What follows belongs to an exercise in optimizing a design on an open flow for a short achievable clock period and few clock cycles; a production flow would make more cautious choices. The RTL was checked by simulation tests, not by an equivalence proof against the original design. Power and IR drop assume default switching activity.

--- run.sh ---
#!/bin/bash
# synth_recipe.tcl (not shown) runs the flow's synth.tcl, then flattens the netlist and writes it again
# the make line also repeats each setting of config.mk as NAME=value (left out here)
make -C /OpenROAD-flow-scripts/flow DESIGN_CONFIG=/design/flow/config.mk WORK_HOME=/design/flow/orfs CLKGATE_MAP_FILE= SYNTH_SCRIPT=/design/flow/synth_recipe.tcl finish
--- config.mk ---
export PLATFORM = sky130hd
export DESIGN_NAME = ysyx_25030093
export DESIGN_NICKNAME = ysyx_25030093
export VERILOG_FILES = /design/flow/design.v
export SDC_FILE = /design/flow/constraint.sdc
export NUM_CORES = 4
export LEC_CHECK = 0
export CAP_MARGIN = 20
export CORE_MARGIN = 2
export CORE_UTILIZATION = 40
export SETUP_SLACK_MARGIN = 5
export SLEW_MARGIN = 20
--- constraint.sdc ---
create_clock -name core_clock -period 9.0 [get_ports {clock}]
set_input_delay 1.8000 -clock core_clock [delete_from_list [all_inputs] [get_ports {clock}]]
set_output_delay 1.8000 -clock core_clock [all_outputs]
set_load 0.01 [all_outputs]
--- design.v ---
module ysyx_25030093_add32(
    input  [31:0] a,
    input  [31:0] b,
    output [31:0] s
);
wire [31:0] p0 = a ^ b;
wire [31:0] g0 = a & b;
wire [31:0] g1, p1, g2, p2, g3, p3, g4, p4, g5;
genvar k;
generate
for (k = 0; k < 32; k = k + 1) begin : pfx
    if (k >= 1)  begin assign g1[k] = g0[k] | (p0[k] & g0[k-1]);  assign p1[k] = p0[k] & p0[k-1]; end
    else         begin assign g1[k] = g0[k];                      assign p1[k] = p0[k]; end
    if (k >= 2)  begin assign g2[k] = g1[k] | (p1[k] & g1[k-2]);  assign p2[k] = p1[k] & p1[k-2]; end
    else         begin assign g2[k] = g1[k];                      assign p2[k] = p1[k]; end
    if (k >= 4)  begin assign g3[k] = g2[k] | (p2[k] & g2[k-4]);  assign p3[k] = p2[k] & p2[k-4]; end
    else         begin assign g3[k] = g2[k];                      assign p3[k] = p2[k]; end
    if (k >= 8)  begin assign g4[k] = g3[k] | (p3[k] & g3[k-8]);  assign p4[k] = p3[k] & p3[k-8]; end
    else         begin assign g4[k] = g3[k];                      assign p4[k] = p3[k]; end
    if (k >= 16) begin assign g5[k] = g4[k] | (p4[k] & g4[k-16]); end
    else         begin assign g5[k] = g4[k]; end
end
endgenerate
assign s = p0 ^ {g5[30:0], 1'b0};
endmodule
module ysyx_25030093(
    input                clock,
    input wire           reset,
    output               io_ifu_reqValid,
    output  [31:0]       io_ifu_addr,
    input                io_ifu_respValid,
    input   [31:0]       io_ifu_rdata,
    output               io_lsu_reqValid,
    output  [31:0]       io_lsu_addr,
    output  [1:0]        io_lsu_size,
    output               io_lsu_wen,
    output  [31:0]       io_lsu_wdata,
    output  [3:0]        io_lsu_wmask,
    input                io_lsu_respValid,
    input   [31:0]       io_lsu_rdata
);
integer i;
localparam QW = 32 + 32 + 32 + 3*16 + 5*4 + 13 + 6;
reg         f_req;       
reg         f_wait;      
reg         f_room;      
reg         f_req_d;     
reg  [31:0] f_ad, f_ad4;   
reg  [31:0] f_s;         
reg  [31:0] f_pcr, f_pc4r;   
reg  [4*QW-1:0] q_e;
reg  [3:0]   q_fast;     
reg  [1:0]   q_rp, q_wp;
reg  [2:0]   q_cnt;
reg         x_valid;
reg  [31:0] x_a;         
reg  [31:0] x_b;         
reg  [31:0] x_sd;        
reg  [31:0] x_pc, x_pc4;
reg  [11:0] x_imm12;
reg  [15:0] x_rd_oh;
reg  [3:0]  x_rd;
reg         x_load, x_store, x_jalr, x_ecall, x_priv, x_csr, x_csrrs, x_word, x_wr, x_fast;
reg         x_p_mtvec, x_p_mepc, x_p_mcause, x_p_mstatus, x_p_mvid, x_p_march;
reg  [511:0] rf;
reg  [3:0]   lw_rd;      
reg  [31:0]  lw_val;     
reg  [31:0] mtvec, mepc, mcause, mstatus, mvendorid, marchid;
reg         ls_valid;
reg  [31:0] ls_addr;
reg  [1:0]  ls_size;
reg         ls_wen;
reg  [31:0] ls_wdata;
reg  [3:0]  ls_wmask;
reg         h_load, h_we, h_lbu;
reg  [3:0]  h_rd;
reg  [1:0]  h_off;
reg         ls_busy;
reg         ld_pend, ld_we, ld_lbu;
reg  [3:0]  ld_rd;
reg  [1:0]  ld_off;
wire        ls_send = ls_valid & (~ls_busy | io_lsu_respValid);
wire [7:0]  ld_byte = (ld_off == 2'd0) ? io_lsu_rdata[7:0] :
                      (ld_off == 2'd1) ? io_lsu_rdata[15:8] :
                      (ld_off == 2'd2) ? io_lsu_rdata[23:16] : io_lsu_rdata[31:24];
wire [31:0] ld_data = ld_lbu ? {24'd0, ld_byte} : io_lsu_rdata;
wire        ld_wb   = ld_pend & ld_we & io_lsu_respValid;
wire        h_live  = ls_valid & h_load & h_we;
wire        o_live  = ld_pend & ld_we;
wire        h_free  = ~ls_valid | ls_send;
assign io_lsu_reqValid = ls_send;
assign io_lsu_addr     = ls_addr;
assign io_lsu_size     = ls_size;
assign io_lsu_wen      = ls_wen;
assign io_lsu_wdata    = ls_wdata;
assign io_lsu_wmask    = ls_wmask;
wire        x_mem   = x_load | x_store;
wire        x_stall = x_valid & x_mem & ~h_free;
wire [31:0] x_sum;
ysyx_25030093_add32 u_add (.a(x_a), .b(x_b), .s(x_sum));
wire [31:0] csr_rv = ({32{x_p_mtvec}}   & mtvec)   |
                     ({32{x_p_mepc}}    & mepc)    |
                     ({32{x_p_mcause}}  & mcause)  |
                     ({32{x_p_mstatus}} & mstatus) |
                     ({32{x_p_mvid}}    & mvendorid) |
                     ({32{x_p_march}}   & marchid);
wire [31:0] csr_wv = x_csrrs ? (csr_rv | x_a) : x_a;
wire        x_csrw = x_valid & x_csr;
wire [31:0] x_result = x_jalr ? x_pc4 : (x_csr ? csr_rv : x_sum);
wire        x_wb     = x_valid & x_wr & ~x_mem;
wire        ld_kill = x_wb & (x_rd == ld_rd);
wire        xl_live = x_valid & x_load & x_wr;
wire        h_kill  = x_wb & (x_rd == h_rd);
wire [19:0] a_hi    = x_a[31:12];
wire [12:0] a_lo    = {1'b0, x_a[11:0]} + {1'b0, x_imm12};
wire        a_c     = a_lo[12];
wire        a_s     = x_imm12[11];
wire        a_m40   = (a_hi[19:13] == 7'b1000000);
wire        w_zero  = (a_hi == 20'h10000) | a_m40;
wire        w_plus  = (a_hi == 20'h0ffff) | (a_hi == 20'h7ffff) | (a_m40 & (a_hi[12:0] != 13'h1fff));
wire        w_minus = (a_hi == 20'h10001) | (a_hi == 20'h82000) | (a_m40 & (a_hi[12:0] != 13'h0000));
wire        x_inwin = (a_c & ~a_s) ? w_plus : (~a_c & a_s) ? w_minus : w_zero;
wire        x_redir  = x_valid & (x_jalr | x_priv) & ~x_fast;
wire [31:0] x_target = x_jalr ? {x_sum[31:1], 1'b0} : (x_ecall ? mtvec : mepc);
wire resp_cf   = io_ifu_rdata[6] & ~io_ifu_rdata[12] & ~io_ifu_rdata[13];
wire seq_req   = io_ifu_respValid & f_room & ~resp_cf;
assign io_ifu_reqValid = f_req | seq_req;
wire [31:0] seq_addr = f_req_d ? f_ad4 : f_s;
wire [31:0] cur_pc   = f_req_d ? f_ad  : f_pcr;
wire [31:0] cur_pc4  = f_req_d ? f_ad4 : f_pc4r;
assign io_ifu_addr     = seq_addr;
wire        resp_priv = resp_cf & io_ifu_rdata[4];
wire        fast_priv = io_ifu_respValid & resp_priv & (q_cnt == 3'd0);
wire        resp_jalr = io_ifu_rdata[6] & ~io_ifu_rdata[4];
wire [3:0]  j_rs      = io_ifu_rdata[18:15];
wire [31:0] j_imm     = {{20{io_ifu_rdata[31]}}, io_ifu_rdata[31:20]};
wire        j_x       = x_wb & (x_rd == j_rs);
wire        j_xalu    = j_x & ~x_jalr & ~x_csr;
wire        j_pend    = (xl_live & (x_rd == j_rs)) | (h_live & (h_rd == j_rs)) |
                        (o_live & (ld_rd == j_rs));
wire        j_lw      = (lw_rd == j_rs) & (lw_rd != 4'd0);
wire        j_ok      = j_xalu | (~j_x & ~j_pend & j_lw);
wire        fast_jalr = io_ifu_respValid & resp_jalr & (q_cnt == 3'd0) & j_ok;
wire [31:0] j_s = x_a ^ x_b ^ j_imm;
wire [31:0] j_c = (x_a & x_b) | (x_a & j_imm) | (x_b & j_imm);
wire [31:0] j_sumx, j_suml;
ysyx_25030093_add32 u_jaddx (.a(j_s), .b({j_c[30:0], 1'b0}), .s(j_sumx));
ysyx_25030093_add32 u_jaddl (.a(lw_val), .b(j_imm), .s(j_suml));
wire [31:0] j_sum = j_xalu ? j_sumx : j_suml;
wire        fast      = fast_priv | fast_jalr;
wire [31:0] mtvec_f   = (x_csrw & x_p_mtvec) ? csr_wv : mtvec;
wire [31:0] mepc_f    = (x_valid & x_ecall) ? x_pc : (x_csrw & x_p_mepc) ? csr_wv : mepc;
wire [31:0] fast_target = resp_jalr ? {j_sum[31:1], 1'b0} :
                          io_ifu_rdata[28] ? mepc_f : mtvec_f;
wire [31:0] r = io_ifu_rdata;
wire r_load  = ~r[6] & ~r[5] & ~r[4];           
wire r_store = ~r[6] &  r[5] & ~r[4];           
wire r_add   = ~r[6] &  r[5] &  r[4] & ~r[2];   
wire r_lui   = ~r[6] &  r[5] &  r[4] &  r[2];   
wire r_jalr  =  r[6] & ~r[4];                   
wire r_sys   =  r[6] &  r[4];                   
wire r_csr   = r_sys & (r[12] | r[13]);
wire r_csrrs = r_sys & r[13];
wire r_priv  = r_sys & ~r[12] & ~r[13];         
wire r_ecall = r_priv & ~r[28];
wire r_use1  = ~r_lui & ~r_priv;
wire r_use2  = r_add | r_store;
wire [3:0] r_rs1 = r_use1 ? r[18:15] : 4'd0;
wire [3:0] r_rs2 = r_use2 ? r[23:20] : 4'd0;
wire [3:0] r_rd  = (~r_store & ~r_priv) ? r[10:7] : 4'd0;
wire r_wr    = (r_rd != 4'd0);
wire [31:0] r_imm = r_lui ? {r[31:12], 12'd0} :
                    r_store ? {{20{r[31]}}, r[31:25], r[11:7]} : {{20{r[31]}}, r[31:20]};
wire [11:0] r_csrn = r[31:20];
wire rp_mtvec  = (r_csrn == 12'h305);
wire rp_mepc   = (r_csrn == 12'h341);
wire rp_mcause = (r_csrn == 12'h342);
wire rp_mvid   = (r_csrn == 12'hf11);
wire rp_march  = (r_csrn == 12'hf12);
wire rp_zero   = (r_csrn == 12'hb00) | (r_csrn == 12'hb80);
wire rp_mstatus = ~(rp_mtvec | rp_mepc | rp_mcause | rp_mvid | rp_march | rp_zero);
wire [15:0] r_rs1_oh = (16'd1 << r[18:15]) & 16'hfffe;
wire [15:0] r_rs2_oh = (16'd1 << r[23:20]) & 16'hfffe;
wire [15:0] r_rd_oh  = (16'd1 << r_rd)  & 16'hfffe;
wire [QW-1:0] r_entry = {r[18:15], r[23:20], cur_pc, cur_pc4, r_imm, r_rs1_oh, r_rs2_oh, r_rd_oh, r_rs1, r_rs2, r_rd,
        r_load, r_store, r_add, r_lui, r_jalr, r_ecall, r_priv, r_csr, r_csrrs, r[13],
        r_use1, r_use2, r_wr,
        rp_mtvec, rp_mepc, rp_mcause, rp_mstatus, rp_mvid, rp_march};
wire          d_from_q = (q_cnt != 3'd0);
wire          d_valid  = d_from_q | io_ifu_respValid;
reg  [QW-1:0] q_head;
always @(*) begin
    case (q_rp)
    2'd0:    q_head = q_e[QW-1:0];
    2'd1:    q_head = q_e[2*QW-1:QW];
    2'd2:    q_head = q_e[3*QW-1:2*QW];
    default: q_head = q_e[4*QW-1:3*QW];
    endcase
end
wire [QW-1:0] d_entry  = d_from_q ? q_head : r_entry;
wire          d_fast   = d_from_q ? q_fast[q_rp] : fast;
wire [3:0]    q_head_rs1 = q_head[QW-1:QW-4];
wire [3:0]    q_head_rs2 = q_head[QW-5:QW-8];
wire [31:0] d_pc, d_pc4, d_imm;
wire [15:0] d_rs1_oh, d_rs2_oh, d_rd_oh;
wire [3:0]  d_rs1, d_rs2, d_rd;
wire d_load, d_store, d_add, d_lui, d_jalr, d_ecall, d_priv, d_csr, d_csrrs, d_word;
wire d_use1, d_use2, d_wr;
wire p_mtvec, p_mepc, p_mcause, p_mstatus, p_mvid, p_march;
wire [3:0] d_rs1x, d_rs2x;
assign {d_rs1x, d_rs2x, d_pc, d_pc4, d_imm, d_rs1_oh, d_rs2_oh, d_rd_oh, d_rs1, d_rs2, d_rd,
        d_load, d_store, d_add, d_lui, d_jalr, d_ecall, d_priv, d_csr, d_csrrs, d_word,
        d_use1, d_use2, d_wr,
        p_mtvec, p_mepc, p_mcause, p_mstatus, p_mvid, p_march} = d_entry;
reg [31:0] rf1q, rf2q, rf1r, rf2r;
always @(*) begin
    rf1q = 32'd0;
    rf2q = 32'd0;
    rf1r = 32'd0;
    rf2r = 32'd0;
    for (i = 1; i < 16; i = i + 1) begin
        rf1q = rf1q | ({32{d_rs1_oh[i]}} & rf[32*i +: 32]);
        rf2q = rf2q | ({32{d_rs2_oh[i]}} & rf[32*i +: 32]);
        rf1r = rf1r | ({32{r_rs1_oh[i]}} & rf[32*i +: 32]);
        rf2r = rf2r | ({32{r_rs2_oh[i]}} & rf[32*i +: 32]);
    end
end
wire [31:0] rf1 = d_from_q ? rf1q : rf1r;
wire [31:0] rf2 = d_from_q ? rf2q : rf2r;
wire [3:0]  d_rs1raw = d_from_q ? q_head_rs1 : r[18:15];
wire [3:0]  d_rs2raw = d_from_q ? q_head_rs2 : r[23:20];
wire x_hit1r = x_wb & (x_rd == d_rs1raw);
wire x_hit2r = x_wb & (x_rd == d_rs2raw);
wire x_hit1  = x_hit1r & d_use1;
wire x_hit2  = x_hit2r & d_use2;
wire [31:0] rs1v = x_hit1r ? x_result : rf1;
wire [31:0] rs2v = x_hit2r ? x_result : rf2;
wire haz1 = ~x_hit1 & ((xl_live & (x_rd == d_rs1)) |
                       (h_live & (h_rd == d_rs1)) | (o_live & (ld_rd == d_rs1)));
wire haz2 = ~x_hit2 & ((xl_live & (x_rd == d_rs2)) |
                       (h_live & (h_rd == d_rs2)) | (o_live & (ld_rd == d_rs2)));
wire d_go = d_valid & ~haz1 & ~haz2 & ~x_stall;
wire            q_deq  = d_from_q & d_go;
wire            q_enq  = io_ifu_respValid & (d_from_q | ~d_go);
wire [2:0]      q_cnt_p = q_cnt + 3'd1;
wire [2:0]      q_cnt_m = q_cnt - 3'd1;
wire [2:0]      q_cnt_n = (q_enq & ~q_deq) ? q_cnt_p : (~q_enq & q_deq) ? q_cnt_m : q_cnt;
wire            room_n  = (q_enq & ~q_deq) ? (q_cnt <= 3'd1) :
                          (~q_enq & q_deq) ? (q_cnt <= 3'd3) : (q_cnt <= 3'd2);
wire            owed_go = f_wait & (~q_cnt[2] | q_deq);
always @(posedge clock) begin
    if (reset) begin
        f_req   <= 1'b1;
        f_wait  <= 1'b0;
        f_room  <= 1'b1;
        f_s     <= 32'h30000000;
        f_req_d <= 1'b0;
        q_cnt   <= 3'd0;
        q_rp    <= 2'd0;
        q_wp    <= 2'd0;
        x_valid <= 1'b0;
        ls_valid <= 1'b0;
        ls_busy <= 1'b0;
        ld_pend <= 1'b0;
        ld_we   <= 1'b0;
    end else begin
        f_req_d <= io_ifu_reqValid;
        if (x_redir)
            f_s <= x_target;
        else if (fast)
            f_s <= fast_target;
        else if (f_req_d)
            f_s <= f_ad4;
        f_req  <= owed_go | x_redir | fast;
        if (owed_go)
            f_wait <= 1'b0;
        else if (io_ifu_respValid & ~resp_cf & ~f_room)
            f_wait <= 1'b1;
        f_room <= room_n;
        q_cnt <= q_cnt_n;
        if (q_enq) q_wp <= q_wp + 2'd1;
        if (q_deq) q_rp <= q_rp + 2'd1;
        x_valid <= d_go | x_stall;
        if (x_valid & x_mem & h_free)
            ls_valid <= 1'b1;
        else if (ls_send)
            ls_valid <= 1'b0;
        if (ls_send) begin
            ls_busy <= 1'b1;
            ld_pend <= h_load;
            ld_we   <= h_load & h_we & ~h_kill;
        end else begin
            if (io_lsu_respValid) begin
                ls_busy <= 1'b0;
                ld_pend <= 1'b0;
            end
            if (ld_kill) ld_we <= 1'b0;
        end
    end
    f_ad  <= seq_addr;
    f_ad4 <= seq_addr + 32'd4;
    if (f_req_d) begin
        f_pcr  <= f_ad;
        f_pc4r <= f_ad4;
    end
    for (i = 0; i < 4; i = i + 1) begin
        if (io_ifu_respValid & (q_wp == i)) begin
            q_e[QW*i +: QW] <= r_entry;
            q_fast[i]       <= fast;
        end
    end
    if (~x_stall) begin
        x_a     <= rs1v & {32{~d_lui}};
        x_b     <= d_add ? rs2v : d_imm;
        x_sd    <= rs2v;
        x_pc    <= d_pc;
        x_pc4   <= d_pc4;
        x_imm12 <= d_imm[11:0];
        x_rd_oh <= d_rd_oh;
        x_rd    <= d_rd;
        x_load  <= d_load;
        x_store <= d_store;
        x_jalr  <= d_jalr;
        x_ecall <= d_ecall;
        x_priv  <= d_priv;
        x_csr   <= d_csr;
        x_csrrs <= d_csrrs;
        x_word  <= d_word;
        x_wr    <= d_wr;
        x_fast  <= d_fast;
        x_p_mtvec   <= p_mtvec;
        x_p_mepc    <= p_mepc;
        x_p_mcause  <= p_mcause;
        x_p_mstatus <= p_mstatus;
        x_p_mvid    <= p_mvid;
        x_p_march   <= p_march;
    end
    if (reset)
        lw_rd  <= 4'd0;
    else if (x_wb) begin
        lw_rd  <= x_rd;
        lw_val <= x_result;
    end else if (ld_wb) begin
        lw_rd  <= ld_rd;
        lw_val <= ld_data;
    end
    for (i = 1; i < 16; i = i + 1) begin
        if (x_wb & x_rd_oh[i])
            rf[32*i +: 32] <= x_result;
        else if (ld_wb & ~ld_kill & (ld_rd == i))
            rf[32*i +: 32] <= ld_data;
    end
    if (x_valid & x_mem & h_free) begin
        ls_addr  <= {x_sum[31:2], x_sum[1:0] & {2{x_inwin}}};
        ls_size  <= x_word ? 2'b10 : 2'b00;
        ls_wen   <= x_store;
        ls_wmask <= x_word ? 4'b1111 : (4'b0001 << x_sum[1:0]);
        ls_wdata <= (~x_word & x_inwin) ? {4{x_sd[7:0]}} : x_sd;
        h_load   <= x_load;
        h_we     <= x_load & x_wr;
        h_rd     <= x_rd;
        h_lbu    <= ~x_word;
        h_off    <= x_sum[1:0];
    end else if (h_kill)
        h_we     <= 1'b0;
    if (ls_send) begin
        ld_rd    <= h_rd;
        ld_lbu   <= h_lbu;
        ld_off   <= h_off;
    end
    if (reset) begin
        mepc      <= 32'd0;
        mcause    <= 32'd0;
        mstatus   <= 32'h1800;
        mvendorid <= 32'h79737978;
        marchid   <= 32'd25030093;
    end else if (x_valid & x_ecall) begin
        mepc   <= x_pc;
        mcause <= 32'd11;
    end else if (x_csrw) begin
        if (x_p_mepc)    mepc      <= csr_wv;
        if (x_p_mcause)  mcause    <= csr_wv;
        if (x_p_mstatus) mstatus   <= csr_wv;
        if (x_p_mvid)    mvendorid <= csr_wv;
        if (x_p_march)   marchid   <= csr_wv;
    end
    if (~reset & x_csrw & x_p_mtvec)
        mtvec <= csr_wv;
end
endmodule
==> report_table.html <==
<table>
<tr><th>Metric</th><th>Value</th></tr>
<tr><th colspan="2">Outcome</th></tr>
<tr><td>Outcome</td><td>complete, no violations</td></tr>
<tr><th colspan="2">Critical path</th></tr>
<tr><td>Worst setup path startpoint</td><td>io_ifu_rdata[12]</td></tr>
<tr><td>Crit path max fanout</td><td>2</td></tr>
<tr><td>Data required time of the worst path</td><td>just over 7 ns</td></tr>
<tr><td>Setup Crit Path Kind</td><td>in -&gt; out</td></tr>
<tr><td>Element type at the critical path end</td><td>output port</td></tr>
<tr><td>Category of the worst setup path launch point</td><td>primary input</td></tr>
<tr><td>Reg-to-reg critical path startpoint</td><td>q_rp[1]$_SDFFE_PP0P_</td></tr>
<tr><td>Data arrival time of the critical path</td><td>between 2 and 3 ns</td></tr>
<tr><th colspan="2">Floorplanning</th></tr>
<tr><td>I/O pins</td><td>between 150 and 200</td></tr>
<tr><td>Die Y</td><td>about 490 microns</td></tr>
<tr><td>Width of the die</td><td>between 400 and 500 microns</td></tr>
<tr><td>Row count</td><td>178</td></tr>
<tr><td>Floorplan core area</td><td>~230000 sq um</td></tr>
<tr><td>Area of the die</td><td>roughly 240000 sq um</td></tr>
<tr><td>Effective utilization at floorplan</td><td>between 40 and 50%</td></tr>
<tr><th colspan="2">CTS</th></tr>
<tr><td>CTS Root Cell</td><td>sky130_fd_sc_hd__clkbuf_16</td></tr>
<tr><td>Clock net sink count</td><td>~1.9k</td></tr>
<tr><td>H-tree lvl count</td><td>4</td></tr>
<tr><td>Worst skew pair latency</td><td>slightly below 1 ns</td></tr>
<tr><td>Number of buffers inserted during clock tree synthesis</td><td>approximately 200</td></tr>
<tr><td>Number of hold buffers added after CTS</td><td>0</td></tr>
<tr><td>Clock tree from TritonCTS</td><td>built</td></tr>
<tr><td>CTS clk-pin slew, worst paths</td><td>about 0.06 ns</td></tr>
<tr><td>CTS max path bufs</td><td>3</td></tr>
<tr><th colspan="2">Detailed routing</th></tr>
<tr><td>Vias</td><td>84.0k</td></tr>
<tr><td>Number of nets with antenna violations after routing</td><td>0</td></tr>
<tr><td>Detail-routed via count per cell</td><td>between 6 and 7</td></tr>
<tr><td>Pre-antenna DRT Iters</td><td>9</td></tr>
<tr><td>Remaining design rule violation count</td><td>0</td></tr>
<tr><td>Initial detailed-routing violation count</td><td>15.4k</td></tr>
<tr><td>Routed wire length</td><td>475 mm</td></tr>
<tr><td>Wire length per cell after detailed routing</td><td>~39 microns</td></tr>
<tr><th colspan="2">Final layout</th></tr>
<tr><td>Finished Layout Cells</td><td>approximately 12k</td></tr>
<tr><td>Most common cell after layout, fill and taps aside</td><td>sky130_fd_sc_hd__edfxtp_1</td></tr>
<tr><td>Commonest cells after routing, fill and taps aside</td><td>sky130_fd_sc_hd__edfxtp_1 (1561), sky130_fd_sc_hd__nand2_1 (955), sky130_fd_sc_hd__a22oi_1 (682), sky130_fd_sc_hd__o21ai_0 (671), sky130_fd_sc_hd__buf_4 (423)</td></tr>
<tr><td>Number of flip-flops under the largest register name</td><td>720</td></tr>
<tr><td>Register with the highest flop count</td><td>q_e</td></tr>
<tr><td>Area Growth Syn to Fin</td><td>20.5%</td></tr>
<tr><td>Area of combinational cells with multiple inputs</td><td>around 40000 sq um</td></tr>
<tr><td>Top flop regs</td><td>q_e x720, rf x480</td></tr>
<tr><td>Non-Filler Cell Area, Final</td><td>roughly 110000 sq um</td></tr>
<tr><td>Fraction of layout cells with a size suffix above 1</td><td>between 10% and 20%</td></tr>
<tr><td>FF/Latch Area</td><td>approximately 54000 sq um</td></tr>
<tr><td>Layout filler cell count</td><td>roughly 21k</td></tr>
<tr><td>Final Util</td><td>between 40% and 50%</td></tr>
<tr><td>Net total in the final layout</td><td>8961</td></tr>
<tr><th colspan="2">Logic synthesis</th></tr>
<tr><td>Largest area contributor in the synthesized netlist</td><td>sky130_fd_sc_hd__edfxtp_1</td></tr>
<tr><td>Mean area per synthesized cell</td><td>~11 sq um</td></tr>
<tr><td>Netlist area before placement</td><td>between 90000 and 100000 sq um</td></tr>
<tr><td>Synth Flop Type</td><td>sky130_fd_sc_hd__edfxtp_1</td></tr>
<tr><td>Number of instances in the synthesized netlist</td><td>8519</td></tr>
<tr><td>Net count of the mapped netlist</td><td>between 8k and 9k</td></tr>
<tr><td>Share of Yosys cell area claimed by the top area cell type</td><td>between 40% and 50%</td></tr>
<tr><td>Flip-flop and latch count after synthesis</td><td>1899</td></tr>
<tr><td>Post-synth ARST share</td><td>0%</td></tr>
<tr><td>Count of flip-flops with a built-in enable after synthesis</td><td>1561</td></tr>
<tr><td>Synth unique cells</td><td>between 90 and 100</td></tr>
<tr><td>Leading cell types by total area after synthesis</td><td>sky130_fd_sc_hd__edfxtp_1 (50%), sky130_fd_sc_hd__dfxtp_1 (7.2%), sky130_fd_sc_hd__a22oi_1 (5.5%)</td></tr>
<tr><td>Synth warn</td><td>1</td></tr>
<tr><td>Sequential element share of the synthesized area</td><td>between 50% and 60%</td></tr>
<tr><th colspan="2">Pwr</th></tr>
<tr><td>Total chip power</td><td>~48 mW</td></tr>
<tr><td>Leakage power</td><td>about 41 nW</td></tr>
<tr><td>Pwr/cell area</td><td>around 420 nW/um^2</td></tr>
<tr><td>Maximum VDD drop</td><td>approximately 0.00033 V</td></tr>
<tr><th colspan="2">Global routing</th></tr>
<tr><td>Number of antenna violations at the first check in global routing</td><td>37</td></tr>
<tr><td>Largest net degree at the start of global routing</td><td>approximately 120</td></tr>
<tr><td>Wire length of the first global-routing pass</td><td>around 640 mm</td></tr>
<tr><td>Number of global-route vias before repair</td><td>77.8k</td></tr>
<tr><td>Total overflow reported by the global router</td><td>0</td></tr>
<tr><td>Overall fraction of global-route tracks in use</td><td>approximately two fifths</td></tr>
<tr><th colspan="2">Placed design</th></tr>
<tr><td>Final weighted congestion in routability-driven placement</td><td>~1</td></tr>
<tr><td>Post-detailed-placement cell area</td><td>~100000 sq um</td></tr>
<tr><td>Placed wire-length estimate after detailed placement</td><td>roughly 280 mm</td></tr>
<tr><td>Placed cell count</td><td>about 11k</td></tr>
<tr><td>Port Buf Inserts</td><td>about 170</td></tr>
<tr><th colspan="2">STA</th></tr>
<tr><td>Actual transition at the worst max-transition pin</td><td>1.23 ns</td></tr>
<tr><td>Share of the clock period used by the worst path</td><td>48.2%</td></tr>
<tr><td>Final setup skew</td><td>0.0859 ns</td></tr>
<tr><td>Worst-case headroom to the max-slew limit</td><td>between 10% and 20%</td></tr>
<tr><td>Maximum clock rate</td><td>roughly 230 MHz</td></tr>
<tr><td>Sum of negative setup slack</td><td>0 ns</td></tr>
<tr><td>Setup repair after global routing missed its margin</td><td>true</td></tr>
<tr><td>Setup-violating endpoint count in the final report</td><td>0</td></tr>
<tr><td>Slew Viols, Final</td><td>0</td></tr>
<tr><td>Total count of hold-check failures in the final report</td><td>0</td></tr>
<tr><td>Post-layout min period</td><td>between 4 and 5 ns</td></tr>
<tr><th colspan="2">Min path</th></tr>
<tr><td>Worst Hold Class</td><td>reg -&gt; reg</td></tr>
<tr><td>Min-delay src</td><td>h_off[1]$_DFFE_PP_</td></tr>
<tr><th colspan="2">Flow run</th></tr>
<tr><td>Number of maximum-capacitance constraint violations</td><td>0</td></tr>
</table>
==> worst max-delay path, cell delays in order <==
cell                       delay [ns]
sky130_fd_sc_hd__buf_12          0.10
sky130_fd_sc_hd__nor2_4          0.04
sky130_fd_sc_hd__a21boi_4        0.19
sky130_fd_sc_hd__a21o_1          0.23
sky130_fd_sc_hd__buf_2           0.16
==> path summary, 6_finish.rpt <==
path / slack (ns) / to / cells after the start
hold / removal: 0.44 / ld_off[1]$_DFFE_PP_ / 0
setup reg to reg: 4.84 / x_b[4]$_DFFE_PN_ / 13
setup / recovery: 4.66 / io_ifu_reqValid / 5
hold reg to reg: 0.44 / ld_off[1]$_DFFE_PP_ / 0
==> cell usage after synthesis (all sizes together) (144+ instances only) <==
cell type,number
a211oi,172
a21o,176
a21oi,343
a221oi,199
a222oi,197
a22o,144
a22oi,686
buf,183
clkbuf,556
dfxtp,338
edfxtp,1561
inv,172
nand2,988
nand4,163
nor2,419
o21ai,785
==> final cells by class <==
type | instances | share of cell area, %
Tap cell | 3150 | 3.46
Timing Repair inverter | 1 | 0.00770
Multi-Input combinational cell | 5710 | 35.5
Sequential cell | 1899 | 47.2
Clock buffer | 261 | 4.78
Timing Repair Buffer | 754 | 7.01
Clock inverter | 116 | 1.38
Inverter | 174 | 0.622
Antenna cell | 23 | 0.0506
==> stage by stage <==
step | hold WS (ns) | worst slack [ns]
5_1_grt | 0.454 | 4.68
6_report | 0.444 | 4.66
4_1_cts | 0.445 | 4.68
3_3_place_gp | 0.407 | 2.42
3_5_place_dp | 0.417 | 2.44
2_1_floorplan | 0.400 | 4.14
==> what timing repair did <==
action,in CTS,in global routing
setup buffers,156,102
gates cloned,21,6
pin swaps,90,99
setup endpoints to repair,528,268
gates resized for setup,759,233
==> metal layers <==
layer  vias to the layer above  track usage, %  part of all wire (%)
met5                         -           0.382                 0.053
met4                        18            27.9                   9.0
met3                      1874            11.5                    13
met2                      7011            55.7                    42
met1                     41500            48.0                    36
li1                      33700               -                     -
==> power by group <==
| group | switching [mW] | internal (mW) |
|---|---|---|
| clock | 3.83 | 5.03 |
| sequential | 1.35 | 11.8 |
| combinational | 17.1 | 8.42 |
| total | 22.3 | 25.2 |
==> logic make-up (layout without fill, tap and decap cells) <==
family / Yosys count / in the layout / share of synthesized area (%)
multiplexers: 215 / 217 / 2.53
flip-flops: 1899 / 1899 / 56.8
AND/OR/NAND/NOR: 2104 / 2105 / 10.1
adder cells (fa/ha/maj): 152 / 152 / 2.28
other: 1 / 24 / 0.00397
AO/OA/AOI/OAI: 3100 / 3100 / 23.2
XOR/XNOR: 135 / 135 / 1.25
buffers and inverters: 913 / 1306 / 3.78
Testbench counts, summed over its fixed seeds: cycles 48,179.

## port drivers added, routing unchanged
The flow's constraints put no driver on any port. The routed layout listed below was extracted and timed again, unchanged, in two steps.
Step 1 (the two cells are an assumption about what drives the block):
set clk [get_ports {clock}]
set_driving_cell -lib_cell sky130_fd_sc_hd__clkbuf_16 $clk
set_driving_cell -lib_cell sky130_fd_sc_hd__buf_2 [delete_from_list [all_inputs] $clk]
Step 2 times the ports against the registers' clock, not the clock port: input delays grow and output delays shrink by t, the midpoint of the rising clock arrivals with the driver on.
Slacks: no drivers / after step 1 / after step 2; pairs: no drivers / after step 1.
shift t [ns]: 1.012
setup slack, ns: 4.664 / 4.530 / 3.784
hold slack, ns: 0.444 / 0.444 / 0.444
clock arrival spread, ns: 0.091 / 0.092
slew at the worst register clock pin (ns): 0.07 / 0.07
After both steps setup and hold are still met in this run. For this run, drivers alone change the setup slack by -0.134 ns; drivers and shift together by -0.880 ns.
